What follows belongs to an exercise in optimizing a design on an open flow for small area; a production flow would make more cautious choices.
In this exercise RTL edits were held to simulation tests only and were not proved equivalent to the original.
Power figures rest on the tool's default switching activity, not on a simulated workload.

$ cat flow/config.mk
export PLATFORM = sky130hd
export DESIGN_NAME = uart_top
export DESIGN_NICKNAME = uart_top
export VERILOG_FILES = /design/flow/design.v
export SDC_FILE = /design/flow/constraint.sdc
export NUM_CORES = 4
export LEC_CHECK = 0
export CAP_MARGIN = 20
export CORE_MARGIN = 2
export CORE_UTILIZATION = 40
export SLEW_MARGIN = 20
$ cat flow/constraint.sdc
create_clock -name core_clock -period 5.0 [get_ports {clk_i}]
set_input_delay 1.0000 -clock core_clock [delete_from_list [all_inputs] [get_ports {clk_i}]]
set_output_delay 1.0000 -clock core_clock [all_outputs]
set_load 0.01 [all_outputs]
$ cat flow/design.v
package uart_reg_pkg;
    typedef struct packed {
        reg        TX_EN;  
        reg        TX_CLR_OVRN;  
        reg        RX_EN;  
        reg        RX_CLR_OVRN;  
        reg [7:0]  TX_DATA;  
        reg [15:0]  BAUDDIV;  
    } config_reg_t;
    typedef struct packed {
        reg        RX_VALID;  
        reg        RX_OVRN;  
        reg [4:0]  RX_LVL;  
        reg        RX_BUSY;  
        reg        TX_OVRN;  
        reg [4:0]  TX_LVL;  
        reg        TX_BUSY;  
        reg [7:0]  RX_DATA;  
    } status_reg_t;
endpackage
module baud_gen #(
    parameter int DIV_W = 16
) (
    input wire             clk_i,
    input wire             reset_i,
    input wire             en_i,
    input wire [DIV_W-1:0] div_i,
    output reg             osr_tick_o
);
    reg [DIV_W-1:0] div_r;
    reg [DIV_W-1:0] div_cntr_r;
    reg             baud_clear_r;
    always_ff @(posedge clk_i) begin
        if (reset_i) begin
            div_r        <= 'd0;
            baud_clear_r <= 1'b0;
        end else if (div_i != div_r) begin
            div_r        <= div_i;
            baud_clear_r <= 1'b1;
        end else begin
            baud_clear_r <= 1'b0;
        end
    end
    always_ff @(posedge clk_i) begin
        if (reset_i) begin
            div_cntr_r <= 'd0;
            osr_tick_o <= 1'b0;
        end else if (baud_clear_r) begin
            div_cntr_r <= 'd0;
            osr_tick_o <= 1'b0;
        end else if (en_i) begin
             if (div_cntr_r == div_r-1) begin
                div_cntr_r <= 'd0;
                osr_tick_o <= 1'b1;
            end else begin
                div_cntr_r <= div_cntr_r + 1;
                osr_tick_o <= 1'b0;
            end
        end else begin
            div_cntr_r <= 'd0;
            osr_tick_o <= 1'b0;
        end
    end
endmodule
module baud_from_osr #(
    parameter int OSR = 16
) (
    input wire clk_i,
    input wire reset_i,
    input wire enable_i,
    input wire osr_tick_i,
    output reg baud_tick_o,
    output reg [$clog2(OSR)-1:0] osr_cntr_o
);
    always_ff @(posedge clk_i) begin : baud_cntr
        if (reset_i) begin
            baud_tick_o <= 1'b0;
            osr_cntr_o  <= 0;
        end else if (enable_i) begin
            if (osr_cntr_o == OSR-1 && osr_tick_i) begin
                baud_tick_o <= 1'b1;
                osr_cntr_o <= 0;
            end else if (osr_tick_i) begin
                baud_tick_o <= 1'b0;
                osr_cntr_o <= osr_cntr_o + 1;
            end else begin
                baud_tick_o <= 1'b0;
            end
        end else begin
            baud_tick_o <= 1'b0;
            osr_cntr_o <= 0;
        end
    end
endmodule
`timescale 1ns/1ps
module uart_fifo #(
    parameter int WIDTH = 8,
    parameter int DEPTH = 16
) (
    input  wire             clk_i,
    input  wire             reset_i,
    input  wire [WIDTH-1:0] wdata_i,
    input  wire             wen_i,
    input  wire             ren_i,
    output wire [WIDTH-1:0] rdata_o,
    input wire              clr_ovrn_i,
    output reg              ovrn_o,
    output reg [$clog2(DEPTH):0]   lvl_o,  
    output wire             valid_o,
    output wire             almost_empty_o,
    output wire             empty_o,
    output wire             almost_full_o,
    output wire             full_o
);
    localparam int ADDR_W = $clog2(DEPTH);
    reg [ADDR_W-1:0] write_ptr_r;
    reg [ADDR_W-1:0] read_ptr_r;
    reg [WIDTH-1:0] fifo_data_r [DEPTH-1:0];
    always_ff @(posedge clk_i) begin
        if (reset_i) begin
            write_ptr_r <= 0;
            read_ptr_r  <= 0;
            ovrn_o      <= 0;
            lvl_o       <= 0;
            for (int i=0; i < DEPTH; i++) begin
                fifo_data_r[i] <= 0;
            end
        end else begin
            if (wen_i && ~full_o) begin : write_logic
                fifo_data_r[write_ptr_r] <= wdata_i;
                if (write_ptr_r == DEPTH-1) write_ptr_r <= 0;
                else                        write_ptr_r <= write_ptr_r + 1;
            end
            if (ren_i && ~empty_o) begin : read_logic
                if (read_ptr_r == DEPTH-1) read_ptr_r <= 0;
                else                       read_ptr_r <= read_ptr_r + 1;
            end
            if (wen_i && full_o) ovrn_o <= 1'b1;
            else if (clr_ovrn_i) ovrn_o <= 1'b0;
            casez ({wen_i && ~full_o, ren_i && ~empty_o})
                2'b10: lvl_o <= lvl_o + 1;
                2'b01: lvl_o <= lvl_o - 1;
                default:;
            endcase
        end
    end
    assign valid_o        = ~empty_o;
    assign almost_empty_o = (lvl_o == 1);
    assign empty_o        = (lvl_o == 0);
    assign almost_full_o = (lvl_o == DEPTH-1);
    assign full_o        = (lvl_o == DEPTH);
    assign rdata_o = fifo_data_r[read_ptr_r];
endmodule
`timescale 1ns/1ps
module tx_engine #(
    parameter int OSR = 16  
) (
    input wire       clk_i,
    input wire       reset_i,
    input wire       osr_tick_i,
    input wire       tx_fifo_valid_i,
    input wire [7:0] tx_fifo_data_i,
    output reg       tx_fifo_ren_o,
    input wire       tx_en_i,
    output reg       tx_busy_o,
    output reg       transmit_bit_o
);
    typedef enum logic [3:0] {
        IDLE    = 4'b0001,
        FETCH   = 4'b0010,
        SEND    = 4'b0100,
        STOP    = 4'b1000
    } tx_state_t;
    tx_state_t tx_state_r;
    reg [7:0] transmit_byte_r;
    reg       transmit_en_r;
    reg       start_bit_sent_r;
    reg       stop_bit_sent_r;
    reg [3:0] transmit_cntr_r;
    reg       baud_tick_r;
    always_ff @(posedge clk_i) begin : tx_fsm
        if (reset_i) begin
            tx_state_r       <= IDLE;
            transmit_byte_r  <= 0;
            transmit_en_r    <= 1'b0;
            start_bit_sent_r <= 1'b0;
            stop_bit_sent_r  <= 1'b0;
            transmit_cntr_r  <= 0;
            tx_fifo_ren_o    <= 1'b0;
            tx_busy_o        <= 1'b0;
            transmit_bit_o   <= 1'b1;
        end else begin
            case (tx_state_r)
                IDLE:
                begin
                    if (tx_en_i && tx_fifo_valid_i) begin
                        tx_state_r    <= FETCH;
                        tx_busy_o     <= 1'b1;
                        tx_fifo_ren_o <= 1'b1;
                    end
                end
                FETCH:
                begin
                    tx_fifo_ren_o <= 1'b0;
                    transmit_byte_r <= tx_fifo_data_i;
                    tx_state_r      <= SEND;
                    transmit_en_r   <= 1'b1;
                end
                SEND:
                begin
                    if (baud_tick_r) begin
                        if (~start_bit_sent_r) begin
                            transmit_bit_o   <= 1'b0;
                            start_bit_sent_r <= 1'b1;
                        end else begin
                            if (transmit_cntr_r == 7) begin
                                tx_state_r       <= STOP;
                                transmit_bit_o   <= transmit_byte_r[0];
                            end else begin
                                transmit_bit_o  <= transmit_byte_r[0];
                                transmit_cntr_r <= transmit_cntr_r + 1;
                            end
                            transmit_byte_r <= transmit_byte_r >> 1;
                        end
                    end
                end
                STOP:
                begin
                    if (baud_tick_r) begin
                        if (stop_bit_sent_r) begin
                            tx_state_r       <= IDLE;
                            transmit_cntr_r  <= 0;
                            transmit_en_r    <= 1'b0;
                            stop_bit_sent_r  <= 1'b0;
                            start_bit_sent_r <= 1'b0;
                            tx_busy_o        <= 1'b0;
                        end else begin
                            stop_bit_sent_r <= 1'b1;
                            transmit_bit_o  <= 1'b1;
                        end
                    end
                end
            endcase
        end
    end
    baud_from_osr #(
        .OSR            (OSR)
    ) u_baud_from_osr (
        .clk_i          (clk_i),
        .reset_i        (reset_i),
        .enable_i       (transmit_en_r),
        .osr_tick_i     (osr_tick_i),
        .baud_tick_o    (baud_tick_r)
    );
endmodule
`timescale 1ns/1ps
module rx_engine #(
    parameter int OSR=16
) (
    input wire        clk_i,
    input wire        reset_i,
    input wire        osr_tick_i,
    output reg  [7:0] rx_fifo_data_o,
    output reg        rx_fifo_wen_o,
    input wire        recieve_bit_i,
    input wire        rx_en_i,
    output reg        rx_busy_o
);
    typedef enum logic [3:0] {
        MONITOR       = 4'b0001,
        START_VERIFY  = 4'b0010,
        RECIEVE       = 4'b0100,
        STOP          = 4'b1000
    } rx_state_t;
    rx_state_t            rx_state_r;
    reg                   recieve_en_r;
    reg [$clog2(OSR)-1:0] osr_cntr_r;
    reg [2:0]             recieve_cntr_r;
    wire                  majority;
    reg                   sample_valid;
    reg                   sample_en_r;
    reg                   sample_0;
    reg                   sample_1;
    reg                   sample_2;
    reg                   recieve_bit_s1r;
    reg                   recieve_bit_s2r;
    always_ff @(posedge clk_i) begin : recive_bit_sync
        if (reset_i) begin
            recieve_bit_s1r <= 1'b1;
            recieve_bit_s2r <= 1'b1;
        end else begin
            recieve_bit_s1r <= recieve_bit_i;
            recieve_bit_s2r <= recieve_bit_s1r;
        end
    end
    always_ff @(posedge clk_i) begin : rx_fsm
        if (reset_i) begin
            rx_state_r     <= MONITOR;
            recieve_en_r   <= 1'b0;
            recieve_cntr_r <= 0;
            rx_fifo_data_o <= 0;
            rx_fifo_wen_o  <= 1'b0;
            rx_busy_o      <= 1'b0;
        end else begin
            case (rx_state_r)
                MONITOR:
                begin
                    rx_fifo_wen_o <= 1'b0;
                    if (~recieve_bit_s2r && rx_en_i) begin
                        rx_state_r   <= START_VERIFY;
                        recieve_en_r <= 1'b1;
                        rx_busy_o    <= 1'b1;
                        sample_en_r  <= 1'b1;
                    end else begin
                        recieve_en_r <= 1'b0;
                        rx_busy_o    <= 1'b0;
                        sample_en_r  <= 1'b0;
                    end
                end
                START_VERIFY:
                begin
                    if (sample_valid) begin
                        if (~majority) rx_state_r <= RECIEVE;
                        else           rx_state_r <= MONITOR;
                    end
                end
                RECIEVE:
                begin
                    if (sample_valid) begin
                        if (recieve_cntr_r == 7) begin
                            rx_state_r     <= STOP;
                            recieve_cntr_r <= 0;
                        end else begin
                            recieve_cntr_r <= recieve_cntr_r + 1;
                        end
                        rx_fifo_data_o[recieve_cntr_r] <= majority;
                    end
                end
                STOP:
                begin
                    if (sample_valid) begin
                        rx_state_r   <= MONITOR;
                        recieve_en_r <= 1'b0;
                        rx_busy_o    <= 1'b0;
                        sample_en_r  <= 1'b0;
                        if (majority) rx_fifo_wen_o <= 1'b1;
                    end
                end
            endcase
        end
    end
    always_ff @(posedge clk_i) begin : sample_logic
        if (reset_i) begin
            sample_0     <= 1'b0;
            sample_1     <= 1'b0;
            sample_2     <= 1'b0;
            sample_valid <= 1'b0;
        end else if (osr_tick_i && sample_en_r) begin
            if (osr_cntr_r == (OSR/2 - 2)) begin
                sample_0 <= recieve_bit_s2r;
            end else if (osr_cntr_r == (OSR/2 - 1)) begin
                sample_1 <= recieve_bit_s2r;
            end else if (osr_cntr_r == (OSR/2)) begin
                sample_2     <= recieve_bit_s2r;
                sample_valid <= 1'b1;
            end
        end else begin
            sample_valid <= 1'b0;
        end
    end
    assign majority = (sample_0 && sample_1) ||
                      (sample_0 && sample_2) ||
                      (sample_1 && sample_2);
    baud_from_osr #(
        .OSR            (OSR)
    ) u_baud_from_osr (
        .clk_i          (clk_i),
        .reset_i        (reset_i),
        .enable_i       (recieve_en_r),
        .osr_tick_i     (osr_tick_i),
        .baud_tick_o    (),
        .osr_cntr_o     (osr_cntr_r)
    );
endmodule
`timescale 1ns/1ps
module uart_tx (
    input wire        clk_i,
    input wire        reset_i,
    input wire        osr_tick_i,
    input wire        tx_en_i,
    input wire        tx_clr_ovrn_i,
    input wire        tx_fifo_wen_i,
    input wire [7:0]  tx_fifo_wdata_i,
    output wire       tx_busy_o,
    output wire       tx_ovrn_o,
    output wire [4:0] tx_lvl_o,
    output wire       tx_data_o
);
    wire       tx_fifo_ren;
    wire [7:0] tx_fifo_rdata;
    wire       tx_fifo_valid;
    tx_engine u_tx_engine (
        .clk_i           (clk_i),
        .reset_i         (reset_i),
        .osr_tick_i      (osr_tick_i),
        .tx_fifo_valid_i (tx_fifo_valid),
        .tx_fifo_data_i  (tx_fifo_rdata),
        .tx_fifo_ren_o   (tx_fifo_ren),
        .tx_en_i         (tx_en_i),
        .tx_busy_o       (tx_busy_o),
        .transmit_bit_o  (tx_data_o)
    );
    uart_fifo #(
        .WIDTH  (8),
        .DEPTH  (16)
    ) u_tx_fifo (
        .clk_i           (clk_i),
        .reset_i         (reset_i),
        .wdata_i         (tx_fifo_wdata_i),
        .wen_i           (tx_fifo_wen_i),
        .ren_i           (tx_fifo_ren),
        .rdata_o         (tx_fifo_rdata),
        .clr_ovrn_i      (tx_clr_ovrn_i),
        .ovrn_o          (tx_ovrn_o),
        .lvl_o           (tx_lvl_o),
        .valid_o         (tx_fifo_valid),
        .almost_empty_o  (),
        .empty_o         (),
        .almost_full_o   (),
        .full_o          ()
    );
endmodule
`timescale 1ns/1ps
module uart_rx (
    input wire        clk_i,
    input wire        reset_i,
    input wire        osr_tick_i,
    input wire        rx_data_i,
    input wire        rx_en_i,
    input wire        rx_clr_ovrn_i,
    input wire        rx_fifo_ren_i,
    output wire       rx_busy_o,
    output wire       rx_ovrn_o,
    output wire [4:0] rx_lvl_o,
    output wire       rx_valid_o,
    output wire [7:0] rx_data_o
);
    wire [7:0] rx_fifo_wdata;
    wire       rx_fifo_wen;
    rx_engine u_rx_engine (
        .clk_i          (clk_i),
        .reset_i        (reset_i),
        .osr_tick_i     (osr_tick_i),
        .rx_fifo_data_o (rx_fifo_wdata),
        .rx_fifo_wen_o  (rx_fifo_wen),
        .recieve_bit_i  (rx_data_i),
        .rx_en_i        (rx_en_i),
        .rx_busy_o      (rx_busy_o)
    );
    uart_fifo #(
        .WIDTH  (8),
        .DEPTH  (16)
    ) u_rx_fifo (
        .clk_i           (clk_i),
        .reset_i         (reset_i),
        .wdata_i         (rx_fifo_wdata),
        .wen_i           (rx_fifo_wen),
        .ren_i           (rx_fifo_ren_i),
        .rdata_o         (rx_data_o),
        .clr_ovrn_i      (rx_clr_ovrn_i),
        .ovrn_o          (rx_ovrn_o),
        .lvl_o           (rx_lvl_o),
        .valid_o         (rx_valid_o),
        .almost_empty_o  (),
        .empty_o         (),
        .almost_full_o   (),
        .full_o          ()
    );
endmodule
`timescale 1ns / 1ps
import uart_reg_pkg::*;
module uart_regfile (
    input logic         clk_i,
    input logic         reset_i,
    output uart_reg_pkg::config_reg_t config_grp,
    input uart_reg_pkg::status_reg_t status_grp,
    input logic         reg_we_i,
    input logic [4:0]  reg_waddr_i,
    input logic [31:0]  reg_wdata_i,
    input  logic [4:0] reg_raddr_i,
    output logic [31:0] reg_rdata_o
);
    always_ff @(posedge clk_i) begin : reg_write_ff
        if (reset_i) begin
            config_grp.TX_EN        <= 1'h0;
            config_grp.TX_CLR_OVRN  <= 1'h0;
            config_grp.RX_EN        <= 1'h0;
            config_grp.RX_CLR_OVRN  <= 1'h0;
            config_grp.TX_DATA      <= 8'h00;
            config_grp.BAUDDIV      <= 16'h0029;
        end else if (reg_we_i) begin
            case (reg_waddr_i)
                5'h0:
                begin
                    config_grp.TX_EN        <= reg_wdata_i[0];
                    config_grp.TX_CLR_OVRN  <= reg_wdata_i[1];
                    config_grp.RX_EN        <= reg_wdata_i[2];
                    config_grp.RX_CLR_OVRN  <= reg_wdata_i[3];
                end
                5'h8:
                begin
                    config_grp.TX_DATA      <= reg_wdata_i[7:0];
                end
                5'h10:
                begin
                    config_grp.BAUDDIV      <= reg_wdata_i[15:0];
                end
                endcase
        end
    end
    always_comb begin : reg_read_comb
        reg_rdata_o = 32'h0;
        case (reg_raddr_i)
            5'h0:
            begin
                reg_rdata_o[0]     = config_grp.TX_EN;
                reg_rdata_o[1]     = config_grp.TX_CLR_OVRN;
                reg_rdata_o[2]     = config_grp.RX_EN;
                reg_rdata_o[3]     = config_grp.RX_CLR_OVRN;
            end
            5'h8:
            begin
                reg_rdata_o[7:0]   = config_grp.TX_DATA;
            end
            5'h10:
            begin
                reg_rdata_o[15:0]  = config_grp.BAUDDIV;
            end
            5'h4:
            begin
                reg_rdata_o[0]     = status_grp.RX_VALID;
                reg_rdata_o[1]     = status_grp.RX_OVRN;
                reg_rdata_o[6:2]   = status_grp.RX_LVL;
                reg_rdata_o[7]     = status_grp.RX_BUSY;
                reg_rdata_o[8]     = status_grp.TX_OVRN;
                reg_rdata_o[13:9]  = status_grp.TX_LVL;
                reg_rdata_o[14]    = status_grp.TX_BUSY;
            end
            5'hC:
            begin
                reg_rdata_o[7:0]   = status_grp.RX_DATA;
            end
        endcase
    end
endmodule
`timescale 1ns/1ps
import uart_reg_pkg::*;
module uart_reg_interface (
    input wire pclk_i,
    input wire reset_i,
    input wire        psel_i,
    input wire        penable_i,
    input wire        pwrite_i,
    input wire [4:0] paddr_i,
    input wire [31:0] pwdata_i,
    output wire [31:0] prdata_o,
    output wire       pready_o,
    output wire       pslverr_o,
    output wire       rx_fifo_ren_o,
    output wire       tx_fifo_wen_o,
    output wire [7:0] tx_fifo_wdata_o,
    output uart_reg_pkg::config_reg_t config_grp,
    input uart_reg_pkg::status_reg_t status_grp
);
    wire        reg_we;
    wire [31:0] reg_rdata;
    assign reg_we    = psel_i && penable_i && pwrite_i;
    assign rx_fifo_ren_o = psel_i && penable_i && !pwrite_i &&
                           (paddr_i == 5'hC);
    assign tx_fifo_wen_o   = reg_we && (paddr_i == 5'h8);
    assign tx_fifo_wdata_o = pwdata_i[7:0];
    assign pready_o  = 1'b1;
    assign pslverr_o = psel_i && (paddr_i > 5'h10);
    assign prdata_o  = reg_rdata;
    uart_regfile u_uart_regfile (
        .clk_i       (pclk_i),
        .reset_i     (reset_i),
        .config_grp  (config_grp),
        .status_grp  (status_grp),
        .reg_we_i    (reg_we),
        .reg_waddr_i (paddr_i),
        .reg_wdata_i (pwdata_i),
        .reg_raddr_i (paddr_i),
        .reg_rdata_o (reg_rdata)
    );
endmodule
`timescale 1ns/1ps
import uart_reg_pkg::*;
module uart_top (
    input wire         clk_i,
    input wire         reset_i,
    input wire         rx_data_i,
    output wire        tx_data_o,
    input wire         psel_i,
    input wire         penable_i,
    input wire         pwrite_i,
    input wire  [4:0]  paddr_i,
    input wire  [31:0] pwdata_i,
    output wire [31:0] prdata_o,
    output wire        pready_o,
    output wire        pslverr_o
);
    uart_reg_pkg::config_reg_t config_grp;
    uart_reg_pkg::status_reg_t status_grp;
    wire        rx_fifo_ren;
    wire        tx_fifo_wen;
    wire [7:0]  tx_fifo_wdata;
    wire         osr_tick;
    uart_reg_interface u_uart_reg_interface (
        .pclk_i      (clk_i),
        .reset_i     (reset_i),
        .psel_i      (psel_i),
        .penable_i   (penable_i),
        .pwrite_i    (pwrite_i),
        .paddr_i     (paddr_i),
        .pwdata_i    (pwdata_i),
        .prdata_o    (prdata_o),
        .pready_o    (pready_o),
        .pslverr_o   (pslverr_o),
        .rx_fifo_ren_o(rx_fifo_ren),
        .tx_fifo_wen_o(tx_fifo_wen),
        .tx_fifo_wdata_o(tx_fifo_wdata),
        .config_grp  (config_grp),
        .status_grp  (status_grp)
    );
    baud_gen u_baud_gen (
        .clk_i      (clk_i),
        .reset_i    (reset_i),
        .en_i       (config_grp.TX_EN || config_grp.RX_EN),
        .div_i      (config_grp.BAUDDIV),
        .osr_tick_o (osr_tick)
    );
    uart_rx u_uart_rx (
        .clk_i       (clk_i),
        .reset_i     (reset_i),
        .osr_tick_i  (osr_tick),
        .rx_data_i   (rx_data_i),
        .rx_en_i     (config_grp.RX_EN),
        .rx_clr_ovrn_i(config_grp.RX_CLR_OVRN),
        .rx_fifo_ren_i(rx_fifo_ren),
        .rx_busy_o   (status_grp.RX_BUSY),
        .rx_ovrn_o   (status_grp.RX_OVRN),
        .rx_lvl_o    (status_grp.RX_LVL),
        .rx_valid_o  (status_grp.RX_VALID),
        .rx_data_o   (status_grp.RX_DATA)
    );
    uart_tx u_uart_tx (
        .clk_i       (clk_i),
        .reset_i     (reset_i),
        .osr_tick_i  (osr_tick),
        .tx_en_i     (config_grp.TX_EN),
        .tx_clr_ovrn_i(config_grp.TX_CLR_OVRN),
        .tx_fifo_wen_i(tx_fifo_wen),
        .tx_fifo_wdata_i(tx_fifo_wdata),
        .tx_busy_o   (status_grp.TX_BUSY),
        .tx_ovrn_o   (status_grp.TX_OVRN),
        .tx_lvl_o    (status_grp.TX_LVL),
        .tx_data_o   (tx_data_o)
    );
endmodule
$ cat flow/run.sh
#!/bin/bash
# synth_recipe.tcl (not shown) runs the flow's synth.tcl, then flattens the netlist and writes it again
# the make line also repeats each setting of config.mk as NAME=value (left out here)
make -C /OpenROAD-flow-scripts/flow DESIGN_CONFIG=/design/flow/config.mk WORK_HOME=/design/flow/orfs CLKGATE_MAP_FILE= SYNTH_SCRIPT=/design/flow/synth_recipe.tcl finish
==> run notes <==
Outcome
The run finished with no timing, DRC or antenna violations.

Synth
The mapped netlist covers 0.0194 sq mm. Of the synthesized area, sequential elements account for 0.553. A synthesized cell averages 12.0 sq um. The cell count after synthesis is 1626. The total of flip-flops plus latches after synthesis is 409. The most instantiated flip-flop cell in the synthesis netlist is sky130_fd_sc_hd__edfxtp_1. The number of different library cells used by synthesis comes to 78. The count of synthesis-stage warnings from yosys is 6. The fraction of synthesis flops using an asynchronous set or reset pin is 0. Counting flops with a built-in enable in the synthesized netlist gives 257.

Timing
The total negative slack for setup checks is 0 ps. For this run, the top clock speed supported by timing is 213 MHz. The max-slew violation count is 0.

The post-route fraction of the period consumed by the critical path is 0.940. Between clock sinks in the finished design, the worst skew comes to 9.72 ps. Across all setup checks in the final design, the least slack found is 299 ps. The worst pin sits at a relative slew slack of 0.305. The worst-margin pin slew is 1040 ps.

Setup violations remaining at the end of the flow were counted as 0. Setup repair after global routing left no endpoint under its margin. The count of final hold-check violations was 0. Final hold analysis gives a worst-case slack of 407 ps.

The minimum clock period is 4700 ps.

Power and ir drop
The sequential cell fraction of total power is 0.513. The proportion of total power due to net switching is 0.208. In this run the power spent charging and discharging nets is 1.49 mW. The leakage dissipation is 7.61 nW.

The maximum resistive drop on vdd is 0.244 mV. The share of total power dissipated in combinational logic is 0.031. The cell internal power dissipation is 5.69 mW. The ratio of total power to cell area is 329 mW/mm^2. Of the total power, the clock network draws 0.456.

Finish
The area overhead of the layout relative to synthesis is 12.1%. In the final layout, the share of cells above drive strength 1 is 0.127. The finished layout cell area is 0.0218 sq mm. Leaving out fill and tap cells, the most frequent cell in the layout is sky130_fd_sc_hd__and2_1. Leaving out fill and tap cells, the most frequent cells in the layout are 261 x sky130_fd_sc_hd__and2_1, 257 x sky130_fd_sc_hd__edfxtp_1, 153 x sky130_fd_sc_hd__nor2_1. For this run, the post-layout net count is 1719.

The count of inserted antenna diode cells is 0. The number of inserted filler cells in the final layout is 4371.

Floorplanning
The top-level I/O count is 78. In this run the standard cell core region covers 0.0478 sq mm. Measured along the y axis, the die boundary spans 224 um.

The floorplan die width is 224 um. The die footprint is 0.0504 sq mm. In this run the core area contains 80 standard-cell rows.

The initial utilization of the core area, before any placement, comes to 0.406.

Global routing
The first global-routing pass estimated 69600 um of wire. Across every metal layer, demand over resource in global routing totals 0.180. The via count of the first global-routing pass is 12100.

The pin count of the biggest net entering global routing is 118. The total grt overflow is 0. The initial antenna violation count is 0.

Place
After detailed placement, the total cell area comes to 0.0204 sq mm. Input and output buffers added on the ports amount to 44. Timing analysis after detailed placement gives a worst setup slack of 260 ps.

The total half-perimeter wirelength after legalization and detailed placement is 29800 um. The congestion estimate from routability-driven global placement came to 0.813.

Clock network
The H-tree level count is 2. The clock root buffer is sky130_fd_sc_hd__clkbuf_16. The number of buffers inserted during clock tree synthesis is 44. The CTS tree is done.

Hold repair after CTS inserted 0 buffers. Clock-pin slew was measured on the worst setup and hold paths at 60 ps. The buffer levels on the longest clock path is 3. The total setup buffers inserted after CTS is 0.

For the worst-skew pair, the clock arrives at the later sink with an insertion delay of 560 ps. The number of gates resized after CTS is 0. The number of sinks handled by clock tree synthesis is 409.

Run
The total of max-cap violations is 0.

Setup path
The startpoint class of the critical path is an input pin. The worst setup path is captured at an output port. The worst reg-to-reg setup slack is 1680 ps. The number of cells on the worst reg-to-reg path is 12. The endpoint identified for the worst register-to-register timing path is u_uart_rx.u_rx_fifo.lvl_o[4]. The start of the worst register-to-register path is u_uart_rx.u_rx_fifo.lvl_o[0]. In this run the worst path has a maximum fanout of 7. The critical path data required time is 4000 ps. The data arrival time of the critical path is 3700 ps. The worst setup path is of the in2out kind. In this run the worst setup path begins at paddr_i[2].

Detailed routing
For this run, design rule violations remaining after detail routing come to 0. Dividing the detail-routed via count by the number of cells gives 5.28. For this run, the detailed router's first-pass iteration total came to 5. The wire length reported by the detailed router is 44400 um. In this run the remaining antenna-violating nets after routing total 0. Dividing the detail-routed wire length by the instance count gives 19.4 um. Across all layers, the routed design uses 12100 vias.

The count of routing violations after the opening detailed-route iteration is 849.

Worst hold path
The worst hold path terminates at u_uart_rx.u_rx_engine.recieve_bit_s2r. The worst hold path class is reg2reg. The depth of the worst hold-timing path is 1. The startpoint of the worst hold path is u_uart_rx.u_rx_engine.recieve_bit_s1r.
==> metrics by stage <==
step | total power [mW] | utilization | instances
global route | 7.40 | 0.455 | 2292
CTS | 7.25 | 0.455 | 2292
finish | 7.18 | 0.455 | 2292
detailed placement | 3.98 | 0.425 | 2213
floorplan | 3.89 | - | 1641
global placement | 3.98 | 0.425 | 2213
==> final cells by class <==
type                       count  area (sq um)  area share
sequential                   409         10800       0.494
multi-input combinational   1091          8100       0.372
clock buffer                  63          1260      0.0577
tap                          615           769      0.0353
timing repair buffer          60           583      0.0268
clock inverter                16           174     0.00798
inverter                      38           143     0.00655
==> Yosys cell counts (5+ instances only) <==
cell | count | area (sq um)
sky130_fd_sc_hd__xor2_1 | 28 | 245
sky130_fd_sc_hd__clkbuf_1 | 61 | 229
sky130_fd_sc_hd__a21oi_1 | 55 | 275
sky130_fd_sc_hd__or2_2 | 28 | 175
sky130_fd_sc_hd__buf_2 | 13 | 65.1
sky130_fd_sc_hd__nand2b_1 | 13 | 81.3
sky130_fd_sc_hd__buf_1 | 6 | 22.5
sky130_fd_sc_hd__ha_1 | 30 | 375
sky130_fd_sc_hd__mux2i_1 | 33 | 330
sky130_fd_sc_hd__nand2_1 | 111 | 417
sky130_fd_sc_hd__a31oi_1 | 5 | 31.3
sky130_fd_sc_hd__nor4_1 | 6 | 37.5
sky130_fd_sc_hd__or4_1 | 5 | 37.5
sky130_fd_sc_hd__and3_1 | 6 | 37.5
sky130_fd_sc_hd__buf_4 | 19 | 143
sky130_fd_sc_hd__a22o_1 | 7 | 61.3
sky130_fd_sc_hd__nand3_1 | 10 | 50.1
sky130_fd_sc_hd__nor3b_1 | 5 | 37.5
sky130_fd_sc_hd__nor2_1 | 153 | 574
sky130_fd_sc_hd__xnor2_1 | 48 | 420
sky130_fd_sc_hd__nor2b_1 | 23 | 144
sky130_fd_sc_hd__dfxtp_1 | 152 | 3040
sky130_fd_sc_hd__and2_1 | 261 | 1630
sky130_fd_sc_hd__mux4_2 | 77 | 1730
sky130_fd_sc_hd__o21ai_0 | 25 | 125
sky130_fd_sc_hd__nor3_1 | 18 | 90.1
sky130_fd_sc_hd__nor4b_1 | 6 | 52.6
sky130_fd_sc_hd__nand3b_1 | 12 | 90.1
sky130_fd_sc_hd__edfxtp_1 | 257 | 7720
sky130_fd_sc_hd__inv_1 | 37 | 139
sky130_fd_sc_hd__nand4_1 | 18 | 113
sky130_fd_sc_hd__a311oi_1 | 8 | 70.1
==> power by group through the flow <==
stage / combinational [mW] / sequential, mW / clock, mW
global placement: 0.223 / 3.75 / 0
finish: 0.222 / 3.68 / 3.27
global route: 0.239 / 3.69 / 3.47
detailed placement: 0.225 / 3.76 / 0
CTS: 0.225 / 3.69 / 3.34
floorplan: 0.149 / 3.74 / 0
==> flip-flops by register name, indices dropped and copies added (netlist names), 5 cells and up, named ones only <==
signal / flops
u_uart_rx.u_rx_fifo.fifo_data_r: 128
u_uart_tx.u_tx_engine.transmit_byte_r: 8
u_baud_gen.div_r: 16
u_uart_rx.u_rx_engine.rx_fifo_data_o: 8
u_baud_gen.div_cntr_r: 16
u_uart_reg_interface.u_uart_regfile.config_grp: 28
u_uart_rx.u_rx_fifo.lvl_o: 5
u_uart_tx.u_tx_fifo.fifo_data_r: 128
u_uart_tx.u_tx_fifo.lvl_o: 5
==> cells by family (layout without fill, tap and decap cells) <==
logic type                 after synthesis  after routing  share of synthesized area
adders and majority gates               33             33                     0.0219
DFF                                    409            409                      0.553
and+or+nand+nor                        709            709                      0.201
AOI/OAI and AO/OA                      143            143                     0.0482
buffers and inverters                  141            177                     0.0329
other                                    2             17                   0.000386
xor gates and xnor gates                76             76                     0.0342
muxes                                  113            113                      0.108
==> worst max-delay path by stage <==
| stage | endpoint | slack, ps | cells past startpoint |
|---|---|---|---|
| finish | prdata_o[4] | 300 | 6 |
| global route | prdata_o[4] | 220 | 6 |
| CTS | prdata_o[5] | 250 | 6 |
| detailed placement | prdata_o[5] | 260 | 6 |
| global placement | prdata_o[5] | 270 | 6 |
| floorplan | u_uart_rx.u_rx_fifo.lvl_o[4] | 1430 | 13 |
==> routing by layer <==
layer,share of wire,up-vias,GRT usage
met3,0.039,76,0.0287
met4,0.031,0,0.0607
li1,-,5773,-
met2,0.48,227,0.298
met1,0.45,6021,0.241
met5,0,-,0
==> worst max-delay path: stages <==
cell,delay [ps]
sky130_fd_sc_hd__clkdlybuf4s50_1,510
sky130_fd_sc_hd__or4_1,750
sky130_fd_sc_hd__nor2_1,350
sky130_fd_sc_hd__a222oi_1,210
sky130_fd_sc_hd__o21ai_0,250
sky130_fd_sc_hd__clkdlybuf4s50_1,630

[port drivers added, routing unchanged]
The flow's constraints put no driver on any port. The routed layout listed below was extracted and timed again, unchanged, in two steps.
Step 1 assumes that a clkbuf_16 drives the clock port and a buf_2 every other input.
Step 2 moves the port delays by t, midway between the first and last clock arrival at a register: inputs arrive t later, outputs are due t later. That takes back most of the time a late clock gives input paths.
Three values: ideal ports, drivers, drivers and shift; two values: the first two.
shift t [ns]: 0.611
slack for setup (ns): 0.299 / 0.268 / 0.268
hold slack, ns: 0.407 / 0.407 / 0.407
worst slew at a driven data input, ns: 0.06
After both steps this run still meets setup and hold. For this run, drivers alone change the setup slack by -0.031 ns; drivers and shift together by -0.031 ns.
